This design comes from an exercise in tuning for small area on the open sky130 flow, not from production work. In this exercise RTL edits were held to simulation tests only and were not proved equivalent to the original. Power figures rest on the tool's default switching activity, not on a simulated workload.

==> flow/design.v <==
module uart (
    input rst,
    input clk,
    input [1:0] t,
    output clr,
    input st_go,                 
    input [2:0] sel,             
    input [7:0] st_byte,
    input dma_pass,
    input dma_rx,                
    input [7:0] ptr_byte,
    input dma_done,              
    input txcap,                 
    input [7:0] tx_in,
    output [7:0] rd_byte,        
    output [7:0] ptr_tap,        
    output reg [7:0] rx_byte,
    output dma_req,
    output rx_need,
    input rx,
    output tx
);
reg [7:0] u0 [0:3];
reg [7:0] u1 [0:3];
reg [7:0] u2 [0:3];
reg [7:0] u3 [0:3];
reg [7:0] u4 [0:3];
reg [7:0] u5 [0:3];
wire [7:0] tx_start = u0[0];
wire [7:0] tx_end = u1[0];
wire [7:0] rx_start = u2[0];
wire [7:0] rx_end = u3[0];
wire [7:0] tx_ptr = u4[0];
wire [7:0] rx_ptr = u5[0];
reg tx_en, rx_en;
reg [1:0] clr_cnt;
assign clr = rst | (clr_cnt != 0);
reg ptrrst;                      
wire ptrrst_now = (t == 0) ? st_byte[5] : ptrrst;
wire st_cfg = st_go & (sel == 3'd0);
wire w0 = clr | (st_go & (sel == 3'd1));
wire w1 = clr | (st_go & (sel == 3'd2));
wire w2 = clr | (st_go & (sel == 3'd3));
wire w3 = clr | (st_go & (sel == 3'd4));
wire w4 = w0 | (dma_pass & ~dma_rx);
wire w5 = w2 | (st_cfg & ptrrst_now) | (dma_pass & dma_rx);
wire [7:0] d4 = dma_pass ? ptr_byte : st_byte;
wire [7:0] d5 = dma_pass ? ptr_byte : (st_cfg ? rx_start : st_byte);
integer k;
always @(posedge clk) begin
    for (k = 0; k < 3; k = k + 1) begin
        u0[k] <= u0[k+1];
        u1[k] <= u1[k+1];
        u2[k] <= u2[k+1];
        u3[k] <= u3[k+1];
        u4[k] <= u4[k+1];
        u5[k] <= u5[k+1];
    end
    u0[3] <= w0 ? st_byte : u0[0];
    u1[3] <= w1 ? st_byte : u1[0];
    u2[3] <= w2 ? st_byte : u2[0];
    u3[3] <= w3 ? st_byte : u3[0];
    u4[3] <= w4 ? d4 : u4[0];
    u5[3] <= w5 ? d5 : u5[0];
end
reg txeq_acc, rxeq_acc, tx_eq, rx_eq;
wire txeq_now = (tx_ptr == tx_end) & ((t == 0) | txeq_acc);
wire rxeq_now = (rx_ptr == rx_end) & ((t == 0) | rxeq_acc);
reg [9:0] txs;
reg [2:0] txc;
wire tx_busy = txs != 0;
wire tx_need = tx_en & ~tx_eq & ~tx_busy & ~txcap;
wire tx_done = tx_en & tx_eq & ~tx_busy & ~txcap;
assign tx = txs[0] | ~tx_busy;
reg rx_prev, rvalid;
reg [9:0] rs;
reg [2:0] rc;
wire rx_idle = rs[0];
wire rx_full = rx_en & rx_eq;
assign rx_need = rvalid;
assign dma_req = rvalid | tx_need;
assign ptr_tap = dma_rx ? rx_ptr : tx_ptr;
always @(*) rx_byte = rs[9:2];
always @(posedge clk) begin
    txeq_acc <= txeq_now;
    rxeq_acc <= rxeq_now;
    if (t == 2'd3) begin
        tx_eq <= txeq_now;
        rx_eq <= rxeq_now;
    end
    if (t == 0)
        ptrrst <= st_byte[5];
    if (rst) begin
        clr_cnt <= 2'd3;
        txs <= 10'd0;
        rx_prev <= 1'b1;
        rs[0] <= 1'b1;
        rvalid <= 0;
        tx_en <= 0;
        rx_en <= 0;
    end else begin
        if (clr_cnt != 0)
            clr_cnt <= clr_cnt - 1'b1;
        if (txcap) begin
            txs <= {1'b1, tx_in, 1'b0};
            txc <= 0;
        end else if (tx_busy && t == 0) begin
            txc <= txc + 1'b1;
            if (txc == 3'd7)
                txs <= {1'b0, txs[9:1]};
        end
        rx_prev <= rx;
        if (rx_idle) begin
            if (rx_prev & ~rx) begin
                rs <= 10'b1000000000;
                rc <= 0;
            end
        end else if (t == 0) begin
            rc <= rc + 1'b1;
            if (rc == 3'd3) begin
                rs <= {rx, rs[9:1]};
                if (rs[1])
                    rvalid <= rx_en & ~rx_eq;
            end
        end
        if (dma_done & dma_rx)
            rvalid <= 0;
        if (st_cfg && t == 0) begin
            tx_en <= st_byte[1];
            rx_en <= st_byte[2];
        end
    end
end
reg [7:0] rdb;
always @(*) begin
    case (sel)
        3'd0: rdb = (t == 0) ? {3'b0, rx_full, tx_done, rx_en, tx_en, 1'b0} : 8'd0;
        3'd1: rdb = tx_start;
        3'd2: rdb = tx_end;
        3'd3: rdb = rx_start;
        3'd4: rdb = rx_end;
        3'd5: rdb = rx_ptr;
        default: rdb = 8'd0;
    endcase
end
assign rd_byte = rdb;
endmodule
module bf8b (
    input rst,
    input clk,
    input rx,
    input [31:0] data_in,
    output [31:0] data_out,
    output [29:0] addr,
    output [3:0] wes,
    output tx
);
localparam P_FETCH = 2'd0;      
localparam P_EX    = 2'd1;      
localparam P_EX2   = 2'd2;      
localparam P_DMA   = 2'd3;      
localparam K_SLT   = 3'd0;      
localparam K_SH    = 3'd1;      
localparam K_LOAD  = 3'd2;      
localparam K_STORE = 3'd3;      
localparam K_JMP   = 3'd4;      
localparam K_ROT   = 3'd5;      
reg [1:0] t;
reg [1:0] pass;
reg [2:0] k2;
reg [29:0] pc;
reg [31:0] a;
reg [4:0] rlo;                   
reg [2:0] rf3;                   
reg c;                           
reg cc;                          
reg zacc;                        
reg flag;                        
reg dsel;                        
reg txcap;                       
reg pcinc;                       
reg uflag;                       
wire t0 = t == 2'd0;
wire t3 = t == 2'd3;
wire [31:0] ir = data_in;
wire [4:0] opc = ir[6:2];
wire [2:0] f3 = ir[14:12];
wire [4:0] rd = ir[11:7];
wire [4:0] rs1 = ir[19:15];
wire [4:0] rs2 = ir[24:20];
wire is_load  = opc == 5'b00000;
wire is_opimm = opc == 5'b00100;
wire is_auipc = opc == 5'b00101;
wire is_store = opc == 5'b01000;
wire is_op    = opc == 5'b01100;
wire is_lui   = opc == 5'b01101;
wire is_br    = opc == 5'b11000;
wire is_jalr  = opc == 5'b11001;
wire is_jal   = opc == 5'b11011;
wire is_alu   = is_op | is_opimm;
wire is_slt   = is_alu & (f3[2:1] == 2'b01);
wire is_sh    = is_alu & (f3[1:0] == 2'b01);
reg [31:0] imm;
always @(*) begin
    if (is_store)
        imm = {{20{ir[31]}}, ir[31:25], ir[11:7]};
    else if (is_br)
        imm = {{19{ir[31]}}, ir[31], ir[7], ir[30:25], ir[11:8], 1'b0};
    else if (is_lui | is_auipc)
        imm = {ir[31:12], 12'b0};
    else if (is_jal)
        imm = {{11{ir[31]}}, ir[31], ir[19:12], ir[20], ir[30:21], 1'b0};
    else
        imm = {{20{ir[31]}}, ir[31:20]};
end
wire [7:0] immb = imm[8*t +: 8];
wire uart_clr;
wire [4:0] rs2x = uart_clr ? 5'd0 : (pass == P_EX) ? rs2 : rlo;
wire [7:0] p1, p2;
reg wen;
reg [4:0] wreg;
reg [7:0] wbyte;
integer j;
regfile RF (
    .clk(clk),
    .rs1(rs1),
    .rs2(rs2x),
    .wen(wen),
    .wreg(wreg),
    .wbyte(wbyte),
    .p1(p1),
    .p2(p2)
);
reg inc_a;                       
reg cin_a;
reg sel_ea;
wire [29:0] inc = (inc_a ? a[31:2] : pc) + cin_a;
wire [31:0] pcw = {pc, 2'b00};
wire [7:0] pcb = pcw[8*t +: 8];
wire [7:0] uart_ptr;
wire in_dma = pass == P_DMA;
wire in_ex2 = pass == P_EX2;
wire use_pc = in_ex2 | is_auipc | is_jal | is_br;
wire [7:0] ain = in_dma ? uart_ptr : use_pc ? pcb : is_lui ? 8'd0 : p1;
wire [7:0] bin = in_dma ? 8'd0 : in_ex2 ? {5'd0, t0, 2'd0} : is_op ? p2 : immb;
wire sub = ~in_dma & is_op & ir[30] & (f3 == 3'b000);
wire cin = t0 ? (sub | in_dma) : c;
wire [8:0] sum = {1'b0, ain} + {1'b0, bin ^ {8{sub}}} + cin;
wire [7:0] cb = (is_op | is_br) ? p2 : immb;
wire ccin = t0 ? 1'b1 : cc;
wire [8:0] cdiff = {1'b0, p1} + {1'b0, ~cb} + ccin;
wire ltu = ~cdiff[8];
wire lt = ltu ^ p1[7] ^ cb[7];
wire eq = (p1 == cb) & (t0 | zacc);
wire cond = f3[2] ? (f3[1] ? ltu : lt) : eq;
wire taken = cond ^ f3[0];
wire left = ~f3[2];
wire [1:0] q = rlo[4:3];
wire [2:0] rr = rlo[2:0];
wire fill = ir[30] & flag;
wire [1:0] rot_n = left ? -q : q;
wire [7:0] hi_b = left ? a[7:0] : a[15:8];
wire [7:0] lo_b = left ? a[31:24] : a[7:0];
wire hi_ok = left ? (t >= q) : ({1'b0, t} + q < 3'd3);
wire lo_ok = left ? ({1'b0, t} >= q + 3'd1) : ({1'b0, t} + q < 3'd4);
wire [7:0] hi_v = hi_ok ? hi_b : {8{fill}};
wire [7:0] lo_v = lo_ok ? lo_b : {8{fill}};
wire [15:0] win = left ? {1'b0, hi_v, lo_v[7:1]} : {hi_v, lo_v};
wire [15:0] wsh = win >> (left ? ~rr : rr);
wire [7:0] shout = wsh[7:0];
reg [7:0] alub;
always @(*) begin
    case ({is_alu, f3})
        4'b1100: alub = p1 ^ bin;
        4'b1110: alub = p1 | bin;
        4'b1111: alub = p1 & bin;
        default: alub = sum[7:0];
    endcase
end
wire [1:0] aoff = a[1:0];
wire [1:0] lm = aoff + t;
wire [7:0] lraw = data_in[8*lm +: 8];
wire [1:0] sgn_i = aoff + {1'b0, rf3[0]};
wire lsgn = data_in[8*sgn_i + 7] & ~rf3[2];
wire lext = (rf3[1:0] == 2'b00) ? ~t0 : (rf3[1:0] == 2'b01) ? t[1] : 1'b0;
wire [7:0] ldb = lext ? {8{lsgn}} : lraw;
wire [1:0] lsz = (rf3[1:0] == 2'b00) ? 2'd0 : (rf3[1:0] == 2'b01) ? 2'd1 : 2'd3;
wire [1:0] tn = t + 2'd1;
wire [2:0] lnext = {1'b0, aoff} + {1'b0, (tn < lsz) ? tn : lsz};
wire uart_ea = sum[7:0] == 8'hFF && a[31:24] == 8'hFF && a[23:16] == 8'h00;
wire [2:0] sbyte = {1'b0, aoff} + {1'b0, t};
wire [2:0] ssize = (rf3[1:0] == 2'b00) ? 3'd1 : (rf3[1:0] == 2'b01) ? 3'd2 : 3'd4;
wire b3done = rf3[1:0] == 2'b10 && aoff == 2'd0;
wire st_now = {1'b0, t} < ssize && !(t3 && b3done);
wire [7:0] uart_rd;
wire [7:0] rx_byte;
wire dma_req, rx_need;
wire dma_rx = t0 ? rx_need : dsel;
wire k_uart = pass == P_EX2 && (k2 == K_LOAD || k2 == K_STORE) && uflag;
uart UART (
    .rst(rst),
    .clk(clk),
    .t(t),
    .clr(uart_clr),
    .st_go(k_uart && k2 == K_STORE),
    .sel(a[4:2]),
    .st_byte(p2),
    .dma_pass(in_dma),
    .dma_rx(dma_rx),
    .ptr_byte(sum[7:0]),
    .dma_done(in_dma & t3),
    .txcap(txcap),
    .tx_in(lraw),
    .rd_byte(uart_rd),
    .ptr_tap(uart_ptr),
    .rx_byte(rx_byte),
    .dma_req(dma_req),
    .rx_need(rx_need),
    .rx(rx),
    .tx(tx)
);
reg [1:0] npass;
reg [2:0] nk2;
reg pc_we;                       
reg [31:0] na;
reg [3:0] wes_r;
reg [7:0] dbyte;
task automatic advance(input jump);
    begin
        pc_we = 1'b1;
        sel_ea = jump;
        cin_a = 1'b1;
        npass = dma_req ? P_DMA : P_EX;
    end
endtask
always @(*) begin
    npass = pass;
    nk2 = k2;
    pc_we = 1'b0;
    na = a;
    sel_ea = 1'b0;
    cin_a = 1'b0;
    inc_a = 1'b0;
    wes_r = 4'b0;
    wen = 1'b0;
    wreg = rd;
    wbyte = alub;
    dbyte = p2;
    case (pass)
        P_FETCH: begin
            if (t0 && pcinc) begin
                cin_a = 1'b1;
                pc_we = 1'b1;
            end
            if (t3)
                npass = dma_req ? P_DMA : P_EX;
        end
        P_EX: begin
            if (is_alu & (is_slt | is_sh)) begin
                na = {p1, a[31:8]};
                if (t3) begin
                    nk2 = is_slt ? K_SLT : K_ROT;
                    npass = P_EX2;
                end
            end else if (is_alu | is_lui | is_auipc) begin
                wen = 1'b1;
                if (t3)
                    advance(1'b0);
            end else if (is_br) begin
                na = {sum[7:0], a[31:8]};
                if (t3)
                    advance(taken);
            end else if (is_jal | is_jalr) begin
                na = {sum[7:0], a[31:8]};
                if (t3) begin
                    nk2 = K_JMP;
                    npass = P_EX2;
                end
            end else begin
                na = {sum[7:0], a[31:8]};
                if (t3) begin
                    nk2 = is_load ? K_LOAD : K_STORE;
                    npass = P_EX2;
                    if (is_load)
                        sel_ea = 1'b1;
                    else if (f3[1:0] == 2'b10 && a[9:8] == 2'b00 && !uart_ea) begin
                        sel_ea = 1'b1;
                        wes_r = 4'b1000;
                    end
                end
            end
        end
        P_EX2: begin
            case (k2)
                K_SLT: begin
                    wen = 1'b1;
                    wbyte = {7'b0, flag & t0};
                    if (t3)
                        advance(1'b0);
                end
                K_ROT: begin
                    if (t < rot_n)
                        na = {a[7:0], a[31:8]};
                    if (t3)
                        nk2 = K_SH;
                end
                K_JMP: begin
                    wen = 1'b1;
                    wbyte = sum[7:0];
                    if (t3) begin
                        pc_we = 1'b1;
                        inc_a = 1'b1;
                        npass = dma_req ? P_DMA : P_EX;
                    end
                end
                K_SH: begin
                    wen = 1'b1;
                    wbyte = shout;
                    na = {a[7:0], a[31:8]};
                    if (t3)
                        advance(1'b0);
                end
                K_LOAD: begin
                    wen = 1'b1;
                    wreg = rlo;
                    if (uflag)
                        wbyte = uart_rd;
                    else begin
                        wbyte = ldb;
                        if (!t3) begin
                            inc_a = 1'b1;
                            cin_a = lnext[2];
                        end
                    end
                    if (t3)
                        advance(1'b0);
                end
                default: begin
                    if (!uflag && st_now) begin
                        inc_a = 1'b1;
                        cin_a = sbyte[2];
                        wes_r = 4'b0001 << sbyte[1:0];
                    end
                    if (t3) begin
                        if (!uflag && st_now)
                            npass = P_FETCH;     
                        else
                            advance(1'b0);
                    end
                end
            endcase
        end
        default: begin
            na = {uart_ptr, a[31:8]};
            if (t3) begin
                sel_ea = 1'b1;
                if (dsel) begin
                    wes_r = 4'b0001 << a[9:8];
                    dbyte = rx_byte;
                end
                npass = P_FETCH;
            end
        end
    endcase
end
wire [29:0] ea = {in_dma ? uart_ptr : sum[7:0], a[31:10]};
assign addr = sel_ea ? ea : inc;
assign wes = rst ? 4'b0 : wes_r;
assign data_out = {4{dbyte}};
always @(posedge clk) begin
    if (rst) begin
        t <= 2'd0;
        pass <= P_FETCH;
        pc <= 30'd0;
        txcap <= 1'b0;
        pcinc <= 1'b0;
    end else begin
        t <= t + 1'b1;
        pass <= npass;
        if (pc_we)
            pc <= addr;
        txcap <= in_dma && t3 && !dsel;
        if (pass == P_EX2 && k2 == K_STORE && t3 && !uflag && st_now)
            pcinc <= 1'b1;
        else if (pass == P_FETCH && t0)
            pcinc <= 1'b0;
    end
    k2 <= nk2;
    a <= na;
    c <= sum[8];
    cc <= cdiff[8];
    zacc <= eq;
    if (pass == P_EX && t3) begin
        flag <= is_slt ? (f3[0] ? ltu : lt) : p1[7];
        uflag <= uart_ea;
    end
    if (pass == P_EX) begin
        rf3 <= f3;
        if (is_load)
            rlo <= rd;
        else if (is_op & is_sh)
            rlo <= t0 ? p2[4:0] : rlo;
        else
            rlo <= rs2;
    end
    if (in_dma && t0)
        dsel <= rx_need;
end
endmodule
module regfile (
    input clk,
    input [4:0] rs1,
    input [4:0] rs2,
    input wen,
    input [4:0] wreg,
    input [7:0] wbyte,
    output [7:0] p1,
    output [7:0] p2
);
reg [7:0] rf [1:31][0:3];
wire [31:1] sel1, sel2;
wire [31*8-1:0] taps;
integer r, j;
genvar gr;
generate
    for (gr = 1; gr < 32; gr = gr + 1) begin : TAP
        assign taps[8*(gr-1) +: 8] = rf[gr][0];
    end
endgenerate
onehot5 DEC1 (.x(rs1), .y(sel1));
onehot5 DEC2 (.x(rs2), .y(sel2));
rdmux RD1 (.sel(sel1), .taps(taps), .q(p1));
rdmux RD2 (.sel(sel2), .taps(taps), .q(p2));
always @(posedge clk) begin
    for (r = 1; r < 32; r = r + 1) begin
        for (j = 0; j < 3; j = j + 1)
            rf[r][j] <= rf[r][j+1];
        rf[r][3] <= (wen && wreg == r) ? wbyte : rf[r][0];
    end
end
endmodule
module onehot5 (
    input [4:0] x,
    output [31:1] y
);
genvar i;
generate
    for (i = 1; i < 32; i = i + 1) begin : D
        assign y[i] = x == i;
    end
endgenerate
endmodule
module rdmux (
    input [31:1] sel,
    input [31*8-1:0] taps,
    output [7:0] q
);
wire [7:0] l0 [0:31];
wire [7:0] l1 [0:15];
wire [7:0] l2 [0:7];
wire [7:0] l3 [0:3];
wire [7:0] l4 [0:1];
genvar i;
generate
    assign l0[0] = 8'd0;
    for (i = 1; i < 32; i = i + 1) begin : L0
        assign l0[i] = {8{sel[i]}} & taps[8*(i-1) +: 8];
    end
    for (i = 0; i < 16; i = i + 1) begin : L1
        assign l1[i] = l0[2*i] | l0[2*i+1];
    end
    for (i = 0; i < 8; i = i + 1) begin : L2
        assign l2[i] = l1[2*i] | l1[2*i+1];
    end
    for (i = 0; i < 4; i = i + 1) begin : L3
        assign l3[i] = l2[2*i] | l2[2*i+1];
    end
    for (i = 0; i < 2; i = i + 1) begin : L4
        assign l4[i] = l3[2*i] | l3[2*i+1];
    end
endgenerate
assign q = l4[0] | l4[1];
endmodule
==> flow/flow/run.sh <==
#!/bin/bash
# The standard layout, with three of its steps tuned for area:
#  - synthesis maps the logic with an area-oriented ABC script (flow/abc_area.script)
#    instead of ORFS's delay-oriented one; everything else in the synthesis is the
#    standard one (synth_recipe.tcl), so the registers are the same;
#  - ports are buffered with buf_1 rather than the resizer's default delay cell;
#  - clock-tree sinks are clustered in larger groups.
set -euo pipefail
here=$(pwd)
{
  echo "proc abc {args} {"
  echo "  set i [lsearch -exact \$args -script]"
  echo "  if {\$i >= 0} { lset args [expr {\$i + 1}] $here/flow/abc_area.script }"
  echo "  yosys abc {*}\$args"
  echo "}"
  cat synth_recipe.tcl
} > area_synth.tcl
sed "s#SYNTH_SCRIPT=[^ ]*#SYNTH_SCRIPT=$here/area_synth.tcl#" standard.sh > area_standard.sh
export BUFFER_PORTS_ARGS="-buffer_cell sky130_fd_sc_hd__buf_1"
export CTS_ARGS="-sink_clustering_enable -repair_clock_nets -buf_list sky130_fd_sc_hd__clkbuf_4 -sink_clustering_buffer sky130_fd_sc_hd__clkbuf_8 -sink_clustering_size 16 -sink_clustering_max_diameter 60 -dont_use_dummy_load"
bash area_standard.sh > standard.log 2>&1
==> flow/flow/abc_area.script <==
&get -n
&st
&syn2
&dch
&nf -R 1000
&put
==> flow/standard.sh <==
#!/bin/bash
# synth_recipe.tcl (not shown) runs the flow's synth.tcl, then flattens the netlist and writes it again
# the make line also repeats each setting of config.mk as NAME=value (left out here)
make -C /OpenROAD-flow-scripts/flow DESIGN_CONFIG=/design/flow/config.mk WORK_HOME=/design/flow/orfs CLKGATE_MAP_FILE= SYNTH_SCRIPT=/design/flow/synth_recipe.tcl "${@:-finish}"
==> flow/config.mk <==
export PLATFORM = sky130hd
export DESIGN_NAME = bf8b
export DESIGN_NICKNAME = bf8b
export VERILOG_FILES = /design/flow/design.v
export SDC_FILE = /design/flow/constraint.sdc
export NUM_CORES = 8
export LEC_CHECK = 0
export CAP_MARGIN = 20
export CORE_MARGIN = 2
export CORE_UTILIZATION = 50
export SLEW_MARGIN = 20
==> flow/constraint.sdc <==
create_clock -name core_clock -period 14.0 [get_ports {clk}]
set_input_delay 2.8000 -clock core_clock [delete_from_list [all_inputs] [get_ports {clk}]]
set_output_delay 2.8000 -clock core_clock [all_outputs]
set_load 0.01 [all_outputs]
==> results of run 1 <==
worst max path at each step:
stage | end | from | slack (ps) | cells past startpoint
after floorplan | addr[29] | t[0] | 1770 | 19
after global placement | addr[26] | rst | 1310 | 32
after detailed placement | addr[26] | rst | 1010 | 31
after CTS | addr[26] | rst | 950 | 31
after global routing | addr[26] | rst | 310 | 32
final | addr[26] | rst | 760 | 31
per-stage QoR:
step | power [W] | setup WS, ps
final | 0.006113 | 764.9
after detailed placement | 0.004535 | 1013
after global routing | 0.006331 | 312.6
after floorplan | 0.004211 | 1770
after CTS | 0.006158 | 945.2
after global placement | 0.004537 | 1307
layer usage:
metal	track usage [%]	up-vias	part of all wire, %
li1	-	13320	-
met1	42.40	13620	42
met2	52.13	1334	46
met3	5.729	352	7.3
met4	15.32	2	5.5
met5	0	-	0.0096
power groups by stage:
stage	sequential, W	combinational (W)	clock, W
global placement	0.00393	0.000607	0
detailed placement	0.00393	0.000605	0
finish	0.00385	0.000613	0.00166
floorplan	0.00391	0.000301	0
CTS	0.00384	0.000607	0.00171
global route	0.00385	0.000645	0.00184
layout by cell type, fill, tap and decap left out, types with 9 or more instances in the layout:
cell,count
or2_0,14
nor3_1,44
mux2i_1,62
o22ai_1,14
buf_1,100
nor2b_1,32
or3_1,14
clkinv_1,52
nand2b_1,23
mux2_1,31
a31oi_1,9
a222oi_1,14
mux4_2,15
ha_1,57
nor2_1,352
nor4_1,19
nand4_1,42
clkbuf_4,9
edfxtp_1,63
a22o_1,65
a22oi_1,114
clkbuf_8,89
xnor2_1,24
o211ai_1,18
nand3_1,44
o21ai_0,314
nand2_1,408
a221oi_1,75
a21oi_1,230
and2_0,11
xor2_1,44
or4_1,9
buf_4,90
a211oi_1,30
dfxtp_1,1243
worst register-to-register path: cells and delay by family, from the launching register on:
kind	cells	cell delay, ps
AOI/OAI and AO/OA	9	2130
adders and majority gates	2	710
and+or+nand+nor	15	3320
muxes	1	440
xor gates and xnor gates	2	460
buffers and inverters	3	750
DFF	1	330
state kept, by name, summed over array words and instances (netlist names), 3 cells and up:
signal / flops
UART.u0: 32
a: 32
UART.u2: 32
RF.rf: 992
k2: 3
UART.rc: 3
UART.u1: 32
UART.txs: 10
UART.u3: 32
pc: 30
UART.rs: 10
UART.txc: 3
UART.u5: 32
rf3: 3
rlo: 5
UART.u4: 32
cell families (layout without fill, tap and decap cells):
| kind of cell | after synthesis | after routing |
|---|---|---|
| mux | 108 | 108 |
| compound gates | 940 | 940 |
| xor+xnor | 68 | 68 |
| buf+inv | 77 | 341 |
| flops | 1306 | 1306 |
| other cells | 0 | 4 |
| simple gates | 1043 | 1043 |
| fa+ha+maj | 61 | 61 |
layout make-up:
cell class                      instances  area [sq um]
Multi-Input combinational cell       2220         13260
Antenna cell                            4         10.01
Clock buffer                           98          1292
Sequential cell                      1306         26780
Fill cell                            7124         36240
Tap cell                             1060          1326
Timing Repair Buffer                  191          1056
Inverter                               52         195.2
==> reports/qor.yml, run 1 <==
hp-class: "reg -> reg"
crit_fanout: 56
cts_buffers: 98
cp.arrival_ps: 10440
dp.cells: 4829
end_kind: "primary output"
required_ps: 11200
final_layout_size_suffix_gt1_share_pct: 5.818
cts_setup_buffers: 0
fmax_ghz: 0.07556
p_sw_w: 0.001568
holdPathStages: 0
grt_pass1_vias: 26580
yosys-top-cells-area: "dfxtp_1 62%, edfxtp_1 4.7%, o21ai_0 4.0%, nand2_1 3.8%, nor2_1 3.3%"
synth-async-reset-ratio_pct: 0
cts_root_buffer: "clkbuf_4"
clkPwrFrac_pct: 27.1
max-clock-path-buffers: 3
grt_usage_pct: 32.38
firstDrtPassIters: 8
synth_compound_area_share_pct: 14.68
start_util_pct: 50.26
synth_common_cells: "1243 x dfxtp_1, 408 x nand2_1, 359 x nor2_1"
syn-cell-area_sq_mm: 0.04029
synth_cell_types: 57
final_cells: 4931
synth_fp_nets: 3699
clk_pin_slew_ps: 90
min_from: "RF.rf[123][6]"
io_pins: 102
nNetsFinal: 3965
die_h_microns: 287.9
clkLatencyLatePin_ps: 1010
finClkSkew_ps: 203.0
core_area_sq_mm: 0.08016
wl_microns: 135800
syn_inst: 3603
total_leakage_power_nw: 16.58
worst_path_max_delay_cell: "a211oi_1"
tns_ps: 0
antenna_found_initial: 3
p_int_w: 0.004545
dpl_cell_area_sq_mm: 0.04259
hold_viol: 0
die_area_sq_mm: 0.08286
grt_pass1_wl_microns: 192000
worst_pin_slew_ps: 1202
yosys.area.top_type_share_pct: 61.76
vdd_drop_max_mv: 0.1145
yosysMostFrequentCell: "dfxtp_1"
syn_area_per_cell_sq_um: 11.18
rr_endpoint: "pc[10]"
p_per_area_mw_per_mm2: 139.2
finalSetupViolations: 0
utilization_pct: 54.79
p_seq_share_pct: 62.9
synth_xor_area_share_pct: 1.478
synth_top_family_by_area: "compound AO/OA/AOI/OAI gates"
synth_seq_cells: 1306
yosys.area_share.simple_pct: 11.25
hold_ws_ps: 219.7
slew_violations: 0
drc: 0
synth_flop_cell: "dfxtp_1"
outcome: "finished clean"
comb_power_share_pct: 10.0
muxShareOfSynthArea_pct: 3.245
first_iter_violations: 3245
hpwl_microns: 101300
p_sw_share_pct: 25.64
r2r_slack_ps: 5810
grt_max_degree: 57
synthAdderAreaFrac_pct: 1.950
cts_hold_buf: 0
via_per_inst: 5.806
cp.buffers_inverters: 4
globalRoute.totalOverflow: 0
std_cell_rows: 104
syn2layout_area_growth_pct: 9.003
fin_crit_ps: 13240
cp_slowest_stage_delay_ps: 610
period_share_pct: 94.54
die_w_microns: 287.9
cts_num_sinks: 1306
port_buffers: 101
worstSetupStartpointType: "primary input"
ant_nets: 0
grt_setup_unrepaired: "no"
worstSetupPathType: "in -> out"
drv_cap: 0
critPathTopFamily: "simple AND/OR/NAND/NOR gates"
finalInstanceArea_sq_mm: 0.04392
r2r-start: "UART.clr_cnt[0]"
cts_resized: 0
synth-edff-count: 63
synth_warnings: 11
synth_top_area_cell: "dfxtp_1"
slew_headroom_pct: 19.27
ys_seq_area_share_pct: 66.46
num_vias: 28630
rr_worst_depth: 32
holdPathEnd: "RF.rf[122][6]"
htree_levels: 3
cts_tree: "built"
gp_congestion: 1.062
post_drt_wl_per_cell_microns: 27.54
==> run 2, diff against run 1 <==
--- a/flow/config.mk
+++ b/flow/config.mk
@@ -8,4 +8,5 @@
 export CAP_MARGIN = 20
 export CORE_MARGIN = 2
 export CORE_UTILIZATION = 50
+export GPL_ROUTABILITY_DRIVEN = 0
 export SLEW_MARGIN = 20
==> run 2 against run 1 <==
Against the previous run: still clean; count of clock-buffer cells in the layout increased by 2; final cell count fell by 0.34%; sequential power hardly changed; core utilization is 0.15 points lower; area after synthesis stayed put; global-route usage fell by 2.3 points; highest routed layer unchanged.
==> reports/qor.yml, run 2 <==
synth_flop_cell: "dfxtp_1"  # unchanged
hold_viol: 0  # unchanged
post_drt_wl_per_cell_microns: 25.84  # was 27.54 microns
synth-async-reset-ratio_pct: 0  # unchanged
start_util_pct: 50.26  # unchanged
num_vias: 29100  # was 28630
tns_ps: 0  # unchanged
power_w: 0.006134  # was 0.006113 W
total_leakage_power_nw: 16.49  # was 16.58 nW
cts_hold_buf: 0  # unchanged
synth_fp_nets: 3699  # unchanged
grt_pass1_vias: 26530  # was 26580
nNetsFinal: 3947  # was 3965
yosysMostFrequentCell: "dfxtp_1"  # unchanged
cp_slowest_stage_delay_ps: 950  # was 610 ps
slew_violations: 0  # unchanged
finalSetupViolations: 0  # unchanged
clkLatencyLatePin_ps: 1030  # was 1010 ps
syn2layout_area_growth_pct: 8.708  # was 9.003%
slew_headroom_pct: 15.45  # was 19.27%
cts_tree: "built"  # unchanged
finClkSkew_ps: 173.5  # was 203.0 ps
htree_levels: 3  # unchanged
syn_inst: 3603  # unchanged
crit_chain: "buf_1 > nand2b_1 > nor2_1 > a222oi_1 > nand4_1 > a2111oi_0 > nand4_1 > ha_1 > a21oi_1 > o21ai_0 > a21o_1 > xnor2_1 > xnor2_1 > nor2_1 > a211oi_1 > a21oi_1 > xor2_1 > o211ai_1 > buf_4 > o211ai_1 > o21ai_0 > buf_1"
layout.filler_cells: 7199  # was 7124
ant_nets: 0  # unchanged
muxShareOfSynthArea_pct: 3.245  # unchanged
drc: 0  # unchanged
required_ps: 11200  # about the same
yosys.area_share.simple_pct: 11.25  # unchanged
largest_reg_flops: 992  # unchanged
clk_pin_slew_ps: 100  # was 90 ps
synth_cell_types: 57  # unchanged
ys_seq_area_share_pct: 66.46  # unchanged
grt_setup_unrepaired: "no"  # unchanged
final_cell_mix: "1243 x dfxtp_1, 408 x nand2_1, 352 x nor2_1"  # unchanged
synth_top_area_cell: "dfxtp_1"  # unchanged
port_buffers: 101  # unchanged
grt.met2_usage_pct: 46.51  # was 52.13%
grt_usage_pct: 30.08  # was 32.38%
synth_common_cells: "1243 x dfxtp_1, 408 x nand2_1, 359 x nor2_1"  # unchanged
crit_fanout: 56  # unchanged
die_w_microns: 287.9  # unchanged
place_ws_ps: 1334  # was 1013 ps
grt_pass1_wl_microns: 181800  # was 192000 microns
die_area_sq_mm: 0.08286  # unchanged
synthAdderAreaFrac_pct: 1.950  # unchanged
wl_microns: 127000  # was 135800 microns
via_per_inst: 5.921  # was 5.806
dpl_cell_area_sq_mm: 0.04243  # was 0.04259 sq mm
synth_compound_area_share_pct: 14.68  # unchanged
cts_num_sinks: 1306  # unchanged
cts_setup_buffers: 0  # unchanged
fmax_ghz: 0.07606  # was 0.07556 GHz
grt_max_degree: 57  # unchanged
cts_root_buffer: "clkbuf_4"  # unchanged
grt_busiest_layer: "met2"  # unchanged
yosys-top-cells-area: "dfxtp_1 62%, edfxtp_1 4.7%, o21ai_0 4.0%, nand2_1 3.8%, nor2_1 3.3%"  # unchanged
antenna_found_initial: 10  # was 3
synth_top_family_by_area: "compound AO/OA/AOI/OAI gates"  # unchanged
grtUsageMet3_pct: 9.960  # was 5.729%
utilization_pct: 54.64  # was 54.79%
final_layout_size_suffix_gt1_share_pct: 5.378  # was 5.818%
cts_resized: 0  # unchanged
firstDrtPassIters: 17  # was 8
syn-cell-area_sq_mm: 0.04029  # unchanged
first_iter_violations: 4484  # was 3245
use_met1_pct: 37.93  # was 42.40%
largest_register: "RF.rf"  # unchanged
globalRoute.totalOverflow: 0  # unchanged
drv_cap: 0  # unchanged
syn_area_per_cell_sq_um: 11.18  # unchanged
worst_pin_slew_ps: 1268  # was 1202 ps
worst_path_max_delay_cell: "a222oi_1"  # was a211oi_1
vdd_drop_max_mv: 0.1135  # was 0.1145 mV
cp.buffers_inverters: 3  # was 4
die_h_microns: 287.9  # unchanged
worstSetupStartpointType: "primary input"  # unchanged
synth_xor_area_share_pct: 1.478  # unchanged
synth_warnings: 11  # unchanged
fin_crit_ps: 13150  # was 13240 ps
io_pins: 102  # unchanged
outcome: "finished clean"  # unchanged
hpwl_microns: 91770  # was 101300 microns
critPathTopFamily: "compound AO/OA/AOI/OAI gates"  # was simple AND/OR/NAND/NOR gates
synth_seq_cells: 1306  # unchanged
max-clock-path-buffers: 3  # unchanged
finalInstanceArea_sq_mm: 0.04380  # was 0.04392 sq mm
worstSetupPathType: "in -> out"  # unchanged
cts_buffers: 100  # was 98
p_per_area_mw_per_mm2: 140.0  # was 139.2 mW/mm^2
period_share_pct: 93.91  # was 94.54%
hp-class: "reg -> reg"  # unchanged
setup_ws_ps: 852.1  # was 764.9 ps
synth-edff-count: 63  # unchanged
final_common_cell: "dfxtp_1"  # unchanged
end_kind: "primary output"  # unchanged
yosys.area.top_type_share_pct: 61.76  # unchanged
cp.arrival_ps: 10350  # was 10440 ps
std_cell_rows: 104  # unchanged
core_area_sq_mm: 0.08016  # unchanged
-- run 2: cell counts after synthesis --
No cell type changed its count.
-- run 2: worst paths after layout --
check | startpoint | end | slack (ps) | depth (start not counted)
worst min-delay path | RF.rf[73][0] | RF.rf[72][0] | 190 | 0
worst max register to register | UART.clr_cnt[0] | pc[12] | 5850 | 32
worst min register to register | RF.rf[73][0] | RF.rf[72][0] | 190 | 0
worst max-delay path | data_in[18] | addr[27] | 850 | 22
-- run 2: kinds of logic (layout without fill, tap and decap cells) --
family / Yosys count / in the layout
AOI/OAI and AO/OA: 940 / 940
xor gates and xnor gates: 68 / 68
adders and majority gates: 61 / 61
buffers and inverters: 77 / 323
DFF: 1306 / 1306
muxes: 108 / 108
other: 0 / 5
and+or+nand+nor: 1043 / 1043
-- run 2: worst register-to-register path: cells and delay by family (launching register included) --
kind / cells / cell delay, ps
AND/OR/NAND/NOR: 12 / 3110
AO/OA/AOI/OAI: 13 / 2810
buffers and inverters: 3 / 750
adder cells (fa/ha/maj): 2 / 590
flip-flops: 1 / 340
XOR/XNOR: 2 / 300
-- run 2: final cells by class --
cell class              instances  area (sq um)  share of cell area [%]
multi-input cells            2220         13260                   30.29
clock buffers                 100          1320                   3.014
inverters                      52         195.2                  0.4457
repair buffers                171         903.4                   2.063
flip-flops and latches       1306         26780                   61.14
well taps                    1060          1326                   3.028
diodes                          5         12.51                 0.02857
-- run 2: through the flow --
step,cells,hold slack [ps]
3_3_place_gp,4808,309.6
4_1_cts,4908,209.7
2_1_floorplan,3603,309.6
3_5_place_dp,4808,312.1
5_1_grt,4913,208.3
6_report,4914,189.0
-- run 2: power breakdown --
| part | internal [W] | switching (W) |
|---|---|---|
| clock | 0.000601 | 0.00109 |
| combinational | 0.000159 | 0.000442 |
| sequential | 0.00380 | 0.0000488 |
| total | 0.00456 | 0.00158 |
-- run 2: metal layers --
layer,up-vias,share of wire (%)
met1,13630,40
met4,16,6.0
met2,1668,44
met5,-,0.17
met3,484,10
li1,13290,-
==> run 3, diff against run 2 <==
--- a/flow/config.mk
+++ b/flow/config.mk
@@ -7,6 +7,6 @@
 export LEC_CHECK = 0
 export CAP_MARGIN = 20
 export CORE_MARGIN = 2
-export CORE_UTILIZATION = 50
+export CORE_UTILIZATION = 40
 export GPL_ROUTABILITY_DRIVEN = 0
 export SLEW_MARGIN = 20
==> run 3 against run 2 <==
Against the previous run: via count grew 0.47%; register-to-register slack worse by 440 ps; clock power is essentially flat; highest routed layer unchanged; hold slack is essentially flat; core utilization fell by 11 points; critical path depth increased by 6.
==> reports/qor.yml, run 3 <==
finClkSkew_ps: 140.4  # was 173.5 ps
port_buffers: 101  # unchanged
cp.buffers_inverters: 5  # was 3
ant_nets: 0  # unchanged
hold_viol: 0  # unchanged
via_per_inst: 5.665  # was 5.921
critPathTopFamily: "simple AND/OR/NAND/NOR gates"  # was compound AO/OA/AOI/OAI gates
firstDrtPassIters: 20  # was 17
vdd_drop_max_mv: 0.09116  # was 0.1135 mV
grt_pass1_vias: 26820  # was 26530
grt_usage_pct: 23.90  # was 30.08%
io_pins: 102  # unchanged
final_cell_mix: "1243 x dfxtp_1, 408 x nand2_1, 354 x nor2_1"  # was 1243 x dfxtp_1, 408 x nand2_1, 352 x nor2_1
cts_tree: "built"  # unchanged
ys_seq_area_share_pct: 66.46  # unchanged
clkLatencyLatePin_ps: 1030  # about the same
power_w: 0.006116  # was 0.006134 W
finalSetupViolations: 0  # unchanged
die_h_microns: 321.4  # was 287.9 microns
nNetsFinal: 3952  # was 3947
syn_area_per_cell_sq_um: 11.18  # unchanged
synth-async-reset-ratio_pct: 0  # unchanged
yosys-top-cells-area: "dfxtp_1 62%, edfxtp_1 4.7%, o21ai_0 4.0%, nand2_1 3.8%, nor2_1 3.3%"  # unchanged
rr_worst_depth: 31  # was 32
hpwl_microns: 92060  # was 91770 microns
cts_hold_buf: 0  # unchanged
largest_reg_flops: 992  # unchanged
cp.arrival_ps: 10410  # was 10350 ps
outcome: "finished clean"  # unchanged
worstSetupStartpointType: "primary input"  # unchanged
total_leakage_power_nw: 16.51  # was 16.49 nW
cts_setup_buffers: 0  # unchanged
htree_levels: 3  # unchanged
globalRoute.totalOverflow: 0  # unchanged
max-clock-path-buffers: 3  # unchanged
synth_seq_cells: 1306  # unchanged
die_area_sq_mm: 0.1033  # was 0.08286 sq mm
hp-class: "reg -> reg"  # unchanged
layout.filler_cells: 9406  # was 7199
post_drt_wl_per_cell_microns: 24.50  # was 25.84 microns
drv_cap: 0  # unchanged
regArea_sq_mm: 0.02678  # unchanged
worstSetupPathType: "in -> out"  # unchanged
synth_common_cells: "1243 x dfxtp_1, 408 x nand2_1, 359 x nor2_1"  # unchanged
required_ps: 11200  # about the same
first_iter_violations: 4221  # was 4484
syn_inst: 3603  # unchanged
antenna_found_initial: 6  # was 10
fmax_ghz: 0.07572  # was 0.07606 GHz
grt_max_degree: 57  # unchanged
synth_top_area_cell: "dfxtp_1"  # unchanged
grt_pass1_wl_microns: 182400  # was 181800 microns
tns_ps: 0  # unchanged
clk_pin_slew_ps: 90  # was 100 ps
final_common_cell: "dfxtp_1"  # unchanged
holdPathStages: 0  # unchanged
wl_microns: 126400  # was 127000 microns
worst_pin_slew_ps: 1253  # was 1268 ps
worst_path_max_delay_cell: "a211oi_1"  # was a222oi_1
fin_crit_ps: 13210  # was 13150 ps
syn2layout_area_growth_pct: 9.484  # was 8.708%
period_share_pct: 94.33  # was 93.91%
p_per_area_mw_per_mm2: 138.6  # was 140.0 mW/mm^2
cts_buffers: 99  # was 100
synth_fp_nets: 3699  # unchanged
drc: 0  # unchanged
cp_slowest_stage_delay_ps: 570  # was 950 ps
utilization_pct: 44.11  # was 54.64%
std_cell_rows: 116  # was 104
core_area_sq_mm: 0.1000  # was 0.08016 sq mm
synth_flop_cell: "dfxtp_1"  # unchanged
die_w_microns: 321.4  # was 287.9 microns
cts_num_sinks: 1306  # unchanged
path_depth: 28  # was 22
start_util_pct: 40.29  # was 50.26%
crit_fanout: 56  # unchanged
grt_setup_unrepaired: "no"  # unchanged
largest_register: "RF.rf"  # unchanged
final_layout_size_suffix_gt1_share_pct: 5.423  # was 5.378%
end_kind: "primary output"  # unchanged
yosys.area.top_type_share_pct: 61.76  # unchanged
cts_root_buffer: "clkbuf_4"  # unchanged
slew_headroom_pct: 16.27  # was 15.45%
multi_input_area_sq_mm: 0.01324  # was 0.01326 sq mm
cts_resized: 0  # unchanged
synth-edff-count: 63  # unchanged
num_vias: 29230  # was 29100
yosysMostFrequentCell: "dfxtp_1"  # unchanged
synth_cell_types: 57  # unchanged
syn-cell-area_sq_mm: 0.04029  # unchanged
synth_warnings: 11  # unchanged
slew_violations: 0  # unchanged
==> run 3: logic make-up after synthesis <==
family	after synthesis	synth area share (%)
compound gates	940	14.68
xor+xnor	68	1.478
fa+ha+maj	61	1.950
buf+inv	77	0.9410
flops	1306	66.46
mux	108	3.245
simple gates	1043	11.25
==> run 3: final timing paths <==
check / endpoint / startpoint / slack [ps]
setup / recovery: addr[29] / rst / 790
hold / removal: RF.rf[88][2] / RF.rf[89][2] / 190
setup reg to reg: pc[26] / UART.clr_cnt[0] / 5410
hold reg to reg: RF.rf[88][2] / RF.rf[89][2] / 190
==> run 3: per-stage QoR <==
stage / cell area [sq um] / setup slack [ps] / cells / hold slack (ps)
after floorplan: 40290 / 1770 / 3603 / 309.6
after detailed placement: 42770 / 1164 / 5052 / 312.1
final: 44110 / 793.3 / 5160 / 189.0
after global routing: 44090 / 242.2 / 5153 / 210.0
after global placement: 42760 / 1393 / 5051 / 309.6
after CTS: 44070 / 1132 / 5151 / 175.5
==> run 3: power by group <==
part           switching (W)  internal (W)
sequential         0.0000487       0.00380
combinational       0.000432      0.000158
clock                0.00109      0.000595
==> run 3: per-layer routing <==
metal  GRT usage, %  up-vias  part of all wire (%)
met3          7.764      523                    10
met5        0.09456        -                  0.21
li1               -    13310                     -
met4          11.81       10                   6.3
met1          30.48    13640                    41
met2          36.40     1748                    42
==> run 3: final cells by class <==
cell class	count	area share, %
Sequential cell	1306	60.70
Clock buffer	99	2.961
Multi-Input combinational cell	2220	30.01
Antenna cell	8	0.04538
Tap cell	1298	3.682
Inverter	52	0.4425
Timing Repair Buffer	177	2.159
==> run 3: worst reg2reg max path, delay by kind of cell (launching register included) <==
kind | cells | cell delay, ps
buffers and inverters | 4 | 800
DFF | 1 | 330
adders and majority gates | 2 | 800
AOI/OAI and AO/OA | 9 | 2450
xor gates and xnor gates | 2 | 350
and+or+nand+nor | 14 | 3710
==> run 4, diff against run 3 <==
--- a/flow/flow/run.sh
+++ b/flow/flow/run.sh
@@ -17,5 +17,5 @@
 } > area_synth.tcl
 sed "s#SYNTH_SCRIPT=[^ ]*#SYNTH_SCRIPT=$here/area_synth.tcl#" standard.sh > area_standard.sh
 export BUFFER_PORTS_ARGS="-buffer_cell sky130_fd_sc_hd__buf_1"
-export CTS_ARGS="-sink_clustering_enable -repair_clock_nets -buf_list sky130_fd_sc_hd__clkbuf_4 -sink_clustering_buffer sky130_fd_sc_hd__clkbuf_8 -sink_clustering_size 16 -sink_clustering_max_diameter 60 -dont_use_dummy_load"
+export CTS_ARGS="-sink_clustering_enable -repair_clock_nets -buf_list sky130_fd_sc_hd__clkbuf_4 -sink_clustering_size 10 -sink_clustering_max_diameter 40 -dont_use_dummy_load"
 bash area_standard.sh > standard.log 2>&1
--- a/flow/config.mk
+++ b/flow/config.mk
@@ -7,6 +7,6 @@
 export LEC_CHECK = 0
 export CAP_MARGIN = 20
 export CORE_MARGIN = 2
-export CORE_UTILIZATION = 40
+export CORE_UTILIZATION = 50
 export GPL_ROUTABILITY_DRIVEN = 0
 export SLEW_MARGIN = 20
==> run 4 against run 3 <==
Against the previous run: largest cell class unchanged; core utilization is 10 points higher; flip-flop and latch count stayed put; final area is 0.89% lower.
==> reports/qor.yml, run 4 <==
cts_tree: "built"  # unchanged
finClkSkew_ps: 140.0  # was 140.4 ps
crit_fanout: 56  # unchanged
yosys-top-cells-area: "dfxtp_1 62%, edfxtp_1 4.7%, o21ai_0 4.0%, nand2_1 3.8%, nor2_1 3.3%"  # unchanged
ys_seq_area_share_pct: 66.46  # unchanged
cts_num_sinks: 1306  # unchanged
total_leakage_power_nw: 16.56  # was 16.51 nW
place_ws_ps: 1334  # was 1164 ps
cts_hold_buf: 0  # unchanged
multi_input_area_sq_mm: 0.01326  # was 0.01324 sq mm
cts_resized: 0  # unchanged
via_per_inst: 5.909  # was 5.665
fin_crit_ps: 13260  # was 13210 ps
io_pins: 102  # unchanged
syn_area_per_cell_sq_um: 11.18  # unchanged
start_util_pct: 50.26  # was 40.29%
dp.cells: 4808  # was 5052
clkPwrFrac_pct: 27.0  # was 27.5%
hold_viol: 0  # unchanged
clk_pin_slew_ps: 90  # about the same
yosysMostFrequentCell: "dfxtp_1"  # unchanged
syn_inst: 3603  # unchanged
grt_setup_unrepaired: "no"  # unchanged
power_w: 0.006092  # was 0.006116 W
antenna_found_initial: 11  # was 6
yosys.area.top_type_share_pct: 61.76  # unchanged
finalSetupViolations: 0  # unchanged
utilization_pct: 54.54  # was 44.11%
grt_usage_pct: 30.40  # was 23.90%
slew_violations: 0  # unchanged
first_iter_violations: 4285  # was 4221
firstDrtPassIters: 29  # was 20
synth_warnings: 11  # unchanged
period_share_pct: 94.68  # was 94.33%
holdPathStages: 0  # unchanged
final_cells: 4979  # was 5160
grt_max_degree: 57  # unchanged
largest_register: "RF.rf"  # unchanged
post_drt_wl_per_cell_microns: 25.50  # was 24.50 microns
std_cell_rows: 104  # was 116
syn2layout_area_growth_pct: 8.506  # was 9.484%
end_kind: "primary output"  # unchanged
slew_headroom_pct: 19.79  # was 16.27%
hp-class: "reg -> reg"  # unchanged
worst_pin_slew_ps: 1203  # was 1253 ps
nNetsFinal: 4012  # was 3952
hpwl_microns: 91770  # was 92060 microns
final_common_cell: "dfxtp_1"  # unchanged
comb_power_share_pct: 9.9  # was 9.7%
globalRoute.totalOverflow: 0  # unchanged
die_w_microns: 287.9  # was 321.4 microns
holdPathEnd: "RF.rf[88][6]"  # was RF.rf[88][2]
synth_common_cells: "1243 x dfxtp_1, 408 x nand2_1, 359 x nor2_1"  # unchanged
core_area_sq_mm: 0.08016  # was 0.1000 sq mm
drc: 0  # unchanged
die_area_sq_mm: 0.08286  # was 0.1033 sq mm
max-clock-path-buffers: 3  # unchanged
p_sw_share_pct: 26.19  # was 25.62%
final_layout_size_suffix_gt1_share_pct: 6.949  # was 5.423%
regArea_sq_mm: 0.02678  # unchanged
wl_microns: 127000  # was 126400 microns
synth_fp_nets: 3699  # unchanged
required_ps: 11200  # about the same
die_h_microns: 287.9  # was 321.4 microns
drv_cap: 0  # unchanged
rr_endpoint: "pc[1]"  # was pc[26]
syn-cell-area_sq_mm: 0.04029  # unchanged
ant_nets: 0  # unchanged
largest_reg_flops: 992  # unchanged
clkLatencyLatePin_ps: 1080  # was 1030 ps
port_buffers: 101  # unchanged
worstSetupPathType: "in -> out"  # unchanged
fmax_ghz: 0.07544  # was 0.07572 GHz
p_sw_w: 0.001595  # was 0.001567 W
rr_worst_depth: 32  # was 31
cts_buffers: 165  # was 99
synth-edff-count: 63  # unchanged
vdd_drop_max_mv: 0.08565  # was 0.09116 mV
grt_pass1_vias: 27190  # was 26820
grt_pass1_wl_microns: 182800  # was 182400 microns
synth_top_area_cell: "dfxtp_1"  # unchanged
synth_flop_cell: "dfxtp_1"  # unchanged
layout.filler_cells: 7209  # was 9406
min_from: "RF.rf[89][6]"  # was RF.rf[89][2]
synth_seq_cells: 1306  # unchanged
num_vias: 29420  # was 29230
setup_ws_ps: 744.1  # was 793.3 ps
r2r-start: "UART.clr_cnt[0]"  # unchanged
p_per_area_mw_per_mm2: 139.3  # was 138.6 mW/mm^2
synth_cell_types: 57  # unchanged
worstSetupStartpointType: "primary input"  # unchanged
synth-async-reset-ratio_pct: 0  # unchanged
cts_root_buffer: "clkbuf_4"  # unchanged
tns_ps: 0  # unchanged
cts_setup_buffers: 0  # unchanged
cp.arrival_ps: 10460  # was 10410 ps
r2r_slack_ps: 5840  # was 5410 ps
htree_levels: 4  # was 3
outcome: "finished clean"  # unchanged
final_cell_mix: "1243 x dfxtp_1, 408 x nand2_1, 352 x nor2_1"  # was 1243 x dfxtp_1, 408 x nand2_1, 354 x nor2_1
p_int_w: 0.004496  # was 0.004549 W
p_seq_share_pct: 63.1  # was 62.9%
[run 4: cell counts after synthesis]
Identical to the previous run, type by type.
[run 4: final cells by class]
type	instances	share of cell area, %
tap	1060	3.034
inverter	52	0.4465
clock buffer	165	2.834
timing repair buffer	171	2.066
multi-input combinational	2220	30.34
antenna	5	0.02862
sequential	1306	61.25
[run 4: power by group through the flow]
stage,sequential [W],combinational (W),clock (W)
floorplan,0.00391,0.000301,0
global placement,0.00393,0.000581,0
detailed placement,0.00393,0.000581,0
CTS,0.00384,0.000585,0.00171
global route,0.00385,0.000633,0.00185
finish,0.00385,0.000601,0.00164
[run 4: worst max-delay path: stages]
cell       delay, ps
buf_1            580
nand2b_1         430
nor4_1            90
buf_4            230
a222oi_1         990
nand4_1          560
a2111oi_0        820
nand4_1          700
ha_1             570
a21oi_1          130
o21ai_0          110
a21o_1           250
xnor2_1          200
xnor2_1          180
nor2_1            60
a211oi_1         220
a21oi_1          100
xor2_1           180
o211ai_1         210
buf_4            450
o211ai_1         200
o21ai_0          150
buf_1            180
[run 4: worst max-delay path by stage]
stage | startpoint | endpoint | slack, ps | cells past startpoint
after floorplan | t[0] | addr[29] | 1770 | 19
after global placement | rst | addr[10] | 1560 | 30
after detailed placement | rst | addr[27] | 1330 | 31
after CTS | rst | addr[27] | 1310 | 31
after global routing | rst | addr[27] | 440 | 32
final | data_in[17] | addr[27] | 740 | 23
[run 4: routing by layer]
metal | up-vias | global-route usage, % | routed length [microns]
met2 | 1789 | 46.08 | 54600
met1 | 13610 | 37.72 | 49860
li1 | 13480 | - | -
met5 | - | 1.163 | 154
met4 | 14 | 17.53 | 8208
met3 | 529 | 10.30 | 14140
[run 4: cell families (layout without fill, tap and decap cells)]
kind of cell / count (synthesis) / after routing / synth area share [%]
xor gates and xnor gates: 68 / 68 / 1.478
and+or+nand+nor: 1043 / 1043 / 11.25
DFF: 1306 / 1306 / 66.46
other: 0 / 5 / 0
adders and majority gates: 61 / 61 / 1.950
buffers and inverters: 77 / 388 / 0.9410
muxes: 108 / 108 / 3.245
AOI/OAI and AO/OA: 940 / 940 / 14.68
[run 4: through the flow]
stage | instance area (sq um) | hold WS (ps)
global route | 43710 | 241.6
detailed placement | 42430 | 312.1
CTS | 43670 | 231.5
finish | 43720 | 245.4
global placement | 42430 | 309.6
floorplan | 40290 | 309.6

==> what the ideal ports hide <==
The flow's constraints put no driver on any port. The routed layouts listed below were extracted and timed again, unchanged, in two steps. Step 1, drivers: a clkbuf_16 drives clk and a buf_2 each remaining input, both assumed. Step 2 moves the port delays by t, midway between the first and last clock arrival at a register: inputs arrive t later, outputs are due t later. That takes back most of the time a late clock gives input paths. Three values: no drivers, after step 1, after step 2; two values: the first two.
run	t (ns)	slack for setup (ns)	worst hold slack (ns)	worst register clock-pin slew, ns
run 1	0.974	0.765 / 0.745 / 0.745	0.220 / 0.220 / 0.220	0.10 / 0.10
run 2	1.010	0.852 / 0.788 / 0.788	0.189 / 0.189 / 0.189	0.10 / 0.10
run 3	1.028	0.793 / 0.772 / 0.772	0.189 / 0.189 / 0.189	0.10 / 0.10
run 4	1.069	0.744 / 0.711 / 0.711	0.245 / 0.245 / 0.245	0.11 / 0.11
After both steps setup and hold are still met in every run listed. The setup slack of run 2, which loses most, moves by -0.064 ns with the drivers and by -0.064 ns with both steps.
